Context: an optimization exercise on an open-source flow, tuned for small area, a short achievable clock period and few clock cycles. The choices shown serve that exercise and are no tape-out recipe.
Where RTL was checked, it was by simulation tests only, not by an equivalence proof against the original.
Power is estimated from default activity; no workload was simulated.

==> zinc <==
==> flow/design.v <==
module crc_ip
(
	output [31:0] HRDATA,
	output HREADYOUT,
	output HRESP,
	input [31:0] HWDATA,
	input [31:0] HADDR,
	input [ 2:0] HSIZE,
	input [ 1:0] HTRANS,
	input HWRITE,
	input HSElx,
	input HREADY,
	input HRESETn,
	input HCLK
);
localparam [2:0] A_DR   = 3'd0;
localparam [2:0] A_IDR  = 3'd1;
localparam [2:0] A_CR   = 3'd2;
localparam [2:0] A_INIT = 3'd4;
localparam [2:0] A_POL  = 3'd5;
reg       dp_valid;
reg       dp_write;
reg [1:0] dp_size;
reg       s_dr, s_idr, s_cr, s_init, s_pol;    
always @(posedge HCLK)
	if (!HRESETn)
		dp_valid <= 1'b0;
	else if (HREADY) begin
		dp_valid <= HSElx && (HTRANS == 2'b10);
		dp_write <= HWRITE;
		dp_size  <= HSIZE[1:0];
		s_dr     <= (HADDR[4:2] == A_DR);
		s_idr    <= (HADDR[4:2] == A_IDR);
		s_cr     <= (HADDR[4:2] == A_CR);
		s_init   <= (HADDR[4:2] == A_INIT);
		s_pol    <= (HADDR[4:2] == A_POL);
	end
reg  [4:0]  cr;           
reg  [7:0]  idr;
reg  [31:0] init_r;
reg  [31:0] pol_r;
reg  [31:0] res_a;        
reg  [1:0]  nr;           
reg         res_z;        
reg         chain;        
reg         dvalid;       
reg  [31:0] dreg;         
reg  [1:0]  dsz;          
reg         dfast;        
reg         d32, d16, d8; 
reg  [31:1] q_r;          
wire wr = dp_valid && dp_write;
reg qload;                
reg qiter;                
assign HREADYOUT = !(dp_valid && s_dr && (dp_write ? qload : dvalid));
assign HRESP = 1'b0;
wire wr_dr   = wr && s_dr && !qload;
wire wr_idr  = wr && s_idr;
wire wr_cr   = wr && s_cr;
wire wr_init = wr && s_init;
wire wr_pol  = wr && s_pol;
function [5:0] shf;       
	input [1:0] ps;
	case (ps)
		2'd0: shf = 6'd0;
		2'd1: shf = 6'd16;
		2'd2: shf = 6'd24;
		default: shf = 6'd25;
	endcase
endfunction
wire [5:0] sh  = shf(cr[1:0]);
wire [5:0] shr = shf(nr);
wire [31:0] res_n = res_a >> shr;                      
wire [31:0] pp    = pol_r << sh;                       
wire [31:0] c0s   = (chain ? res_n : init_r) << sh;    
wire        fast_now = chain && (nr == cr[1:0]);
function [31:0] rev_in;
	input [31:0] w;
	input [1:0]  t;
	integer i;
	begin
		for (i = 0; i < 32; i = i + 1)
			case (t)
				2'd0: rev_in[i] = w[i];
				2'd1: rev_in[i] = w[(i / 8) * 8 + 7 - (i % 8)];
				2'd2: rev_in[i] = w[(i / 16) * 16 + 15 - (i % 16)];
				default: rev_in[i] = w[31 - i];
			endcase
	end
endfunction
wire [31:0] din   = rev_in(HWDATA, cr[3:2]);
wire [31:0] mleft = {din[7:0], din[15:8], din[23:16], din[31:24]};
wire        fast_next = dvalid || fast_now;
wire [31:0] xleft = mleft ^ (fast_next ? 32'h0 : c0s);
reg  [31:0] xr;
always @(*)
	case (dp_size)
		2'd0:    xr = {24'h0, xleft[31:24]};
		2'd1:    xr = {16'h0, xleft[31:16]};
		default: xr = xleft;
	endcase
always @(posedge HCLK) begin
	dreg  <= qload ? {1'b1, pp[31:1]} : xr;
	dsz   <= dp_size;
	dfast <= fast_next;
	d32   <= fast_next && !qload && (dp_size != 2'd0) && (dp_size != 2'd1);
	d16   <= fast_next && !qload && (dp_size == 2'd1);
	d8    <= fast_next && !qload && (dp_size == 2'd0);
end
wire [31:0] bv;
genvar gi, gj;
generate
	for (gi = 0; gi < 32; gi = gi + 1) begin : g_bv
		wire s = (d32 & res_a[gi])
		       | ((gi < 16) ? (d16 & res_a[(gi + 16) % 32]) : 1'b0)
		       | ((gi < 8)  ? (d8  & res_a[(gi + 24) % 32]) : 1'b0);
		assign bv[gi] = dreg[gi] ^ s;
	end
endgenerate
wire [31:0] b;
generate
	for (gi = 0; gi < 32; gi = gi + 1) begin : g_b
		assign b[gi] = bv[31 - gi];
	end
endgenerate
wire [31:0] q = {q_r, 1'b1};
wire [31:0] f;
generate
	for (gi = 0; gi < 32; gi = gi + 1) begin : g_f
		wire [gi:0] t;
		for (gj = 0; gj <= gi; gj = gj + 1) begin : g_t
			assign t[gj] = q[gj] & b[gi - gj];
		end
		assign f[gi] = ^t;
	end
endgenerate
wire [31:0] c0k = dfast ? res_a : c0s;
reg  [31:0] keep;
always @(*)
	case (dsz)
		2'd0:    keep = c0k << 8;
		2'd1:    keep = c0k << 16;
		default: keep = 32'h0;
	endcase
wire [31:0] cn;
generate
	for (gj = 0; gj < 32; gj = gj + 1) begin : g_c
		wire [gj+1:0] t;
		for (gi = 31 - gj; gi < 32; gi = gi + 1) begin : g_t
			assign t[gi - (31 - gj)] = f[gi] & pp[gj - 31 + gi];
		end
		assign t[gj + 1] = keep[gj];
		assign cn[gj] = ^t;
	end
endgenerate
function [15:0] recip_lo;
	input [31:0] p;
	reg [32:0] a;
	reg [15:0] r;
	reg [15:0] tv;
	integer j, m, i, k;
	begin
		a[0] = 1'b1;
		for (j = 1; j <= 32; j = j + 1)
			a[j] = p[32 - j];
		r = 16'h0;
		r[0] = 1'b1;
		for (m = 1; m < 16; m = m * 2)
			for (i = m; i < 2 * m; i = i + 1) begin
				tv = 16'h0;
				for (k = 0; k <= i / 2; k = k + 1)
					tv[k] = r[k] & a[i - 2 * k];
				r[i] = ^tv;
			end
		recip_lo = r;
	end
endfunction
wire [15:0] q_lo_next = recip_lo(pp);
wire [31:1] q_spread;
generate
	for (gi = 1; gi < 32; gi = gi + 1) begin : g_sp
		if (gi % 2 == 0)
			assign q_spread[gi] = q_lo_next[gi / 2];
		else
			assign q_spread[gi] = 1'b0;
	end
endgenerate
always @(posedge HCLK)
	if (qload)
		q_r <= q_spread;
	else if (qiter)
		q_r <= f[31:1];
always @(posedge HCLK)
	if (!HRESETn) begin
		cr     <= 5'h00;
		idr    <= 8'h00;
		init_r <= 32'hffffffff;
		pol_r  <= 32'h04c11db7;
		res_z  <= 1'b1;
		chain  <= 1'b0;
		dvalid <= 1'b0;
		qload  <= 1'b1;
		qiter  <= 1'b0;
	end else begin
		qload  <= wr_cr || wr_pol;
		qiter  <= qload;
		if (wr_cr)
			cr <= HWDATA[7:3];
		if (wr_idr)
			idr <= HWDATA[7:0];
		if (wr_pol)
			pol_r <= HWDATA;
		if (wr_init)
			init_r <= HWDATA;
		else if (wr_cr && HWDATA[0])
			init_r <= 32'hffffffff;
		if (dvalid) begin
			res_z <= 1'b0;
			chain <= 1'b1;
		end
		if (wr_cr && HWDATA[0])
			chain <= 1'b0;
		dvalid <= wr_dr;
	end
always @(posedge HCLK)
	if (dvalid) begin
		res_a <= cn;
		nr    <= cr[1:0];
	end
wire [31:0] res_rev;
generate
	for (gi = 0; gi < 32; gi = gi + 1) begin : g_rev
		assign res_rev[gi] = res_n[31 - gi];
	end
endgenerate
assign HRDATA = ({32{s_dr & ~res_z & ~cr[4]}} & res_n)
              | ({32{s_dr & ~res_z &  cr[4]}} & res_rev)
              | ({32{s_idr}}  & {24'h0, idr})
              | ({32{s_cr}}   & {24'h0, cr, 3'b000})
              | ({32{s_init}} & init_r)
              | ({32{s_pol}}  & pol_r);
endmodule
==> flow/run.sh <==
#!/bin/bash
# synth_recipe.tcl (not shown) runs the flow's synth.tcl, then flattens the netlist and writes it again
# the make line also repeats each setting of config.mk as NAME=value (left out here)
make -C /OpenROAD-flow-scripts/flow DESIGN_CONFIG=/design/flow/config.mk WORK_HOME=/design/flow/orfs CLKGATE_MAP_FILE= SYNTH_SCRIPT=/design/flow/synth_recipe.tcl finish
==> flow/config.mk <==
export PLATFORM = sky130hd
export DESIGN_NAME = crc_ip
export DESIGN_NICKNAME = crc_ip
export VERILOG_FILES = /design/flow/design.v
export SDC_FILE = /design/flow/constraint.sdc
export NUM_CORES = 4
export LEC_CHECK = 0
export CAP_MARGIN = 20
export CORE_MARGIN = 2
export CORE_UTILIZATION = 65
export SETUP_SLACK_MARGIN = 5
export SLEW_MARGIN = 20
==> flow/constraint.sdc <==
create_clock -name core_clock -period 10.0 [get_ports {HCLK}]
set_input_delay 2.0000 -clock core_clock [delete_from_list [all_inputs] [get_ports {HCLK}]]
set_output_delay 2.0000 -clock core_clock [all_outputs]
set_load 0.01 [all_outputs]
==> inputs of juniper, as changes to zinc <==
==> flow/design.v, changed modules only <==
module crc_ip
(
	output [31:0] HRDATA,
	output HREADYOUT,
	output HRESP,
	input [31:0] HWDATA,
	input [31:0] HADDR,
	input [ 2:0] HSIZE,
	input [ 1:0] HTRANS,
	input HWRITE,
	input HSElx,
	input HREADY,
	input HRESETn,
	input HCLK
);
localparam [2:0] A_DR   = 3'd0;
localparam [2:0] A_IDR  = 3'd1;
localparam [2:0] A_CR   = 3'd2;
localparam [2:0] A_INIT = 3'd4;
localparam [2:0] A_POL  = 3'd5;
reg       dp_valid;
reg       dp_write;
reg [1:0] dp_size;
reg       s_dr, s_idr, s_cr, s_init, s_pol;    
always @(posedge HCLK)
	if (!HRESETn)
		dp_valid <= 1'b0;
	else if (HREADY) begin
		dp_valid <= HSElx && (HTRANS == 2'b10);
		dp_write <= HWRITE;
		dp_size  <= HSIZE[1:0];
		s_dr     <= (HADDR[4:2] == A_DR);
		s_idr    <= (HADDR[4:2] == A_IDR);
		s_cr     <= (HADDR[4:2] == A_CR);
		s_init   <= (HADDR[4:2] == A_INIT);
		s_pol    <= (HADDR[4:2] == A_POL);
	end
reg  [4:0]  cr;           
reg  [7:0]  idr;
reg  [31:0] init_r;
reg  [31:0] pol_r;
reg  [31:0] res_a;        
reg  [1:0]  nr;           
reg         chain;        
reg         dvalid;       
reg  [31:0] dreg;         
reg  [1:0]  dsz;          
reg         dfast;        
reg         d32, d16, d8; 
reg  [31:1] q_r;          
wire wr = dp_valid && dp_write;
reg qhold;                
assign HREADYOUT = !(dp_valid && s_dr && (dp_write ? qhold : dvalid));
assign HRESP = 1'b0;
wire wr_dr   = wr && s_dr && !qhold;
wire wr_idr  = wr && s_idr;
wire wr_cr   = wr && s_cr;
wire wr_init = wr && s_init;
wire wr_pol  = wr && s_pol;
function [5:0] shf;       
	input [1:0] ps;
	case (ps)
		2'd0: shf = 6'd0;
		2'd1: shf = 6'd16;
		2'd2: shf = 6'd24;
		default: shf = 6'd25;
	endcase
endfunction
wire [5:0] sh  = shf(cr[1:0]);
wire [5:0] shr = shf(nr);
wire [31:0] res_n = res_a >> shr;                      
wire [31:0] pp    = pol_r << sh;                       
wire [31:0] c0s   = (chain ? res_n : init_r) << sh;    
wire        fast_now = chain && (nr == cr[1:0]);
function [31:0] rev_in;
	input [31:0] w;
	input [1:0]  t;
	integer i;
	begin
		for (i = 0; i < 32; i = i + 1)
			case (t)
				2'd0: rev_in[i] = w[i];
				2'd1: rev_in[i] = w[(i / 8) * 8 + 7 - (i % 8)];
				2'd2: rev_in[i] = w[(i / 16) * 16 + 15 - (i % 16)];
				default: rev_in[i] = w[31 - i];
			endcase
	end
endfunction
wire [31:0] din   = rev_in(HWDATA, cr[3:2]);
wire [31:0] mleft = {din[7:0], din[15:8], din[23:16], din[31:24]};
wire        fast_next = dvalid || fast_now;
wire [31:0] xleft = mleft ^ (fast_next ? 32'h0 : c0s);
reg  [31:0] xr;
always @(*)
	case (dp_size)
		2'd0:    xr = {24'h0, xleft[31:24]};
		2'd1:    xr = {16'h0, xleft[31:16]};
		default: xr = xleft;
	endcase
always @(posedge HCLK) begin
	dreg  <= xr;
	dsz   <= dp_size;
	dfast <= fast_next;
	d32   <= fast_next && (dp_size != 2'd0) && (dp_size != 2'd1);
	d16   <= fast_next && (dp_size == 2'd1);
	d8    <= fast_next && (dp_size == 2'd0);
end
wire [31:0] bv;
genvar gi, gj;
generate
	for (gi = 0; gi < 32; gi = gi + 1) begin : g_bv
		wire s = (d32 & res_a[gi])
		       | ((gi < 16) ? (d16 & res_a[(gi + 16) % 32]) : 1'b0)
		       | ((gi < 8)  ? (d8  & res_a[(gi + 24) % 32]) : 1'b0);
		assign bv[gi] = dreg[gi] ^ s;
	end
endgenerate
wire [31:0] b;
generate
	for (gi = 0; gi < 32; gi = gi + 1) begin : g_b
		assign b[gi] = bv[31 - gi];
	end
endgenerate
wire [31:0] q = {q_r, 1'b1};
wire [31:0] f;
generate
	for (gi = 0; gi < 32; gi = gi + 1) begin : g_f
		wire [gi:0] t;
		for (gj = 0; gj <= gi; gj = gj + 1) begin : g_t
			assign t[gj] = q[gj] & b[gi - gj];
		end
		assign f[gi] = ^t;
	end
endgenerate
wire [31:0] c0k = dfast ? res_a : c0s;
reg  [31:0] keep;
always @(*)
	case (dsz)
		2'd0:    keep = c0k << 8;
		2'd1:    keep = c0k << 16;
		default: keep = 32'h0;
	endcase
wire [31:0] cn;
generate
	for (gj = 0; gj < 32; gj = gj + 1) begin : g_c
		wire [gj+1:0] t;
		for (gi = 31 - gj; gi < 32; gi = gi + 1) begin : g_t
			assign t[gi - (31 - gj)] = f[gi] & pp[gj - 31 + gi];
		end
		assign t[gj + 1] = keep[gj];
		assign cn[gj] = ^t;
	end
endgenerate
function [15:0] recip_lo;
	input [31:0] p;
	reg [32:0] a;
	reg [15:0] r;
	reg [15:0] tv;
	integer j, m, i, k;
	begin
		a[0] = 1'b1;
		for (j = 1; j <= 32; j = j + 1)
			a[j] = p[32 - j];
		r = 16'h0;
		r[0] = 1'b1;
		for (m = 1; m < 16; m = m * 2)
			for (i = m; i < 2 * m; i = i + 1) begin
				tv = 16'h0;
				for (k = 0; k <= i / 2; k = k + 1)
					tv[k] = r[k] & a[i - 2 * k];
				r[i] = ^tv;
			end
		recip_lo = r;
	end
endfunction
function [31:16] recip_hi;
	input [31:0] p;
	input [15:0] r;
	reg [32:0] a;
	reg [15:0] tv;
	integer j, i, k;
	begin
		a[0] = 1'b1;
		for (j = 1; j <= 32; j = j + 1)
			a[j] = p[32 - j];
		for (i = 16; i < 32; i = i + 1) begin
			tv = 16'h0;
			for (k = 0; k <= i / 2; k = k + 1)
				tv[k] = r[k] & a[i - 2 * k];
			recip_hi[i] = ^tv;
		end
	end
endfunction
wire [15:0] q_lo_next = recip_lo(pp);
wire [31:16] q_hi_next = recip_hi(pp, {q_r[15:1], 1'b1});
always @(posedge HCLK) begin
	q_r[15:1]  <= q_lo_next[15:1];
	q_r[31:16] <= q_hi_next;
end
always @(posedge HCLK)
	if (!HRESETn) begin
		cr     <= 5'h00;
		idr    <= 8'h00;
		init_r <= 32'hffffffff;
		pol_r  <= 32'h04c11db7;
		res_a  <= 32'h0;
		nr     <= 2'd0;
		chain  <= 1'b0;
		dvalid <= 1'b0;
		qhold  <= 1'b0;
	end else begin
		qhold  <= wr_cr || wr_pol;
		if (wr_cr)
			cr <= HWDATA[7:3];
		if (wr_idr)
			idr <= HWDATA[7:0];
		if (wr_pol)
			pol_r <= HWDATA;
		if (wr_init)
			init_r <= HWDATA;
		else if (wr_cr && HWDATA[0])
			init_r <= 32'hffffffff;
		if (dvalid) begin
			res_a <= cn;
			nr    <= cr[1:0];
			chain <= 1'b1;
		end
		if (wr_cr && HWDATA[0])
			chain <= 1'b0;
		dvalid <= wr_dr;
	end
wire [31:0] res_rev;
generate
	for (gi = 0; gi < 32; gi = gi + 1) begin : g_rev
		assign res_rev[gi] = res_n[31 - gi];
	end
endgenerate
assign HRDATA = ({32{s_dr & ~cr[4]}} & res_n)
              | ({32{s_dr &  cr[4]}} & res_rev)
              | ({32{s_idr}}  & {24'h0, idr})
              | ({32{s_cr}}   & {24'h0, cr, 3'b000})
              | ({32{s_init}} & init_r)
              | ({32{s_pol}}  & pol_r);
endmodule
CORE_UTILIZATION = 40   (was 65)
==> summary.txt <==
juniper completed without violations. zinc completed without violations. Against zinc, the setup slack of juniper is lower by 140 ps. Against juniper, the register-to-register slack of zinc is lower by 20 ps. Between zinc and juniper, the lower non-clock buffer count is in juniper (gap 5). In juniper the hold slack is lower than in zinc, by 84 ps. Of juniper and zinc, juniper has the higher final area (gap about 9%, measured against zinc). Between juniper and zinc, the lower clock power is in juniper (gap about 0.5%, measured against zinc). In juniper the sequential power is smaller than in zinc, by 32%. Of juniper and zinc, juniper has the higher routed wire length (gap 4.2%, measured against zinc). Between zinc and juniper, the lower fmax is in juniper (gap about 3%, measured against juniper). Against juniper, the die area of zinc is lower by about 43%.
Testbench counts of zinc, summed over its fixed seeds: cycles 8,445.
The RTL of juniper was laid out without a check of its function.

-- what the ideal ports hide --
The flow's constraints put no driver on any port. The routed layouts listed below were extracted and timed again, unchanged, in two steps.
Step 1: set_driving_cell puts a clkbuf_16 on HCLK and a buf_2 on each other input, an assumption about the parent block.
Step 2 adds t to the input delays and takes it off the output delays; t is the mean of the earliest and latest rising clock arrival at the registers after step 1. Input paths then give back, and output paths get back, about the clock's delay inside the block.
a / b / c = no drivers / after step 1 / after step 2; a / b = the first two.
run | t (ns) | setup slack, ns | clock arrival spread, ns | worst data-port slew with drivers (ns) | cell pins on the clock port's net
zinc | 0.555 | 5.076 / 5.057 / 5.076 | 0.015 / 0.016 | 0.05 | 1
juniper | 0.561 | 4.932 / 4.865 / 5.095 | 0.025 / 0.025 | 0.05 | 1
After both steps every run listed still meets setup and hold.
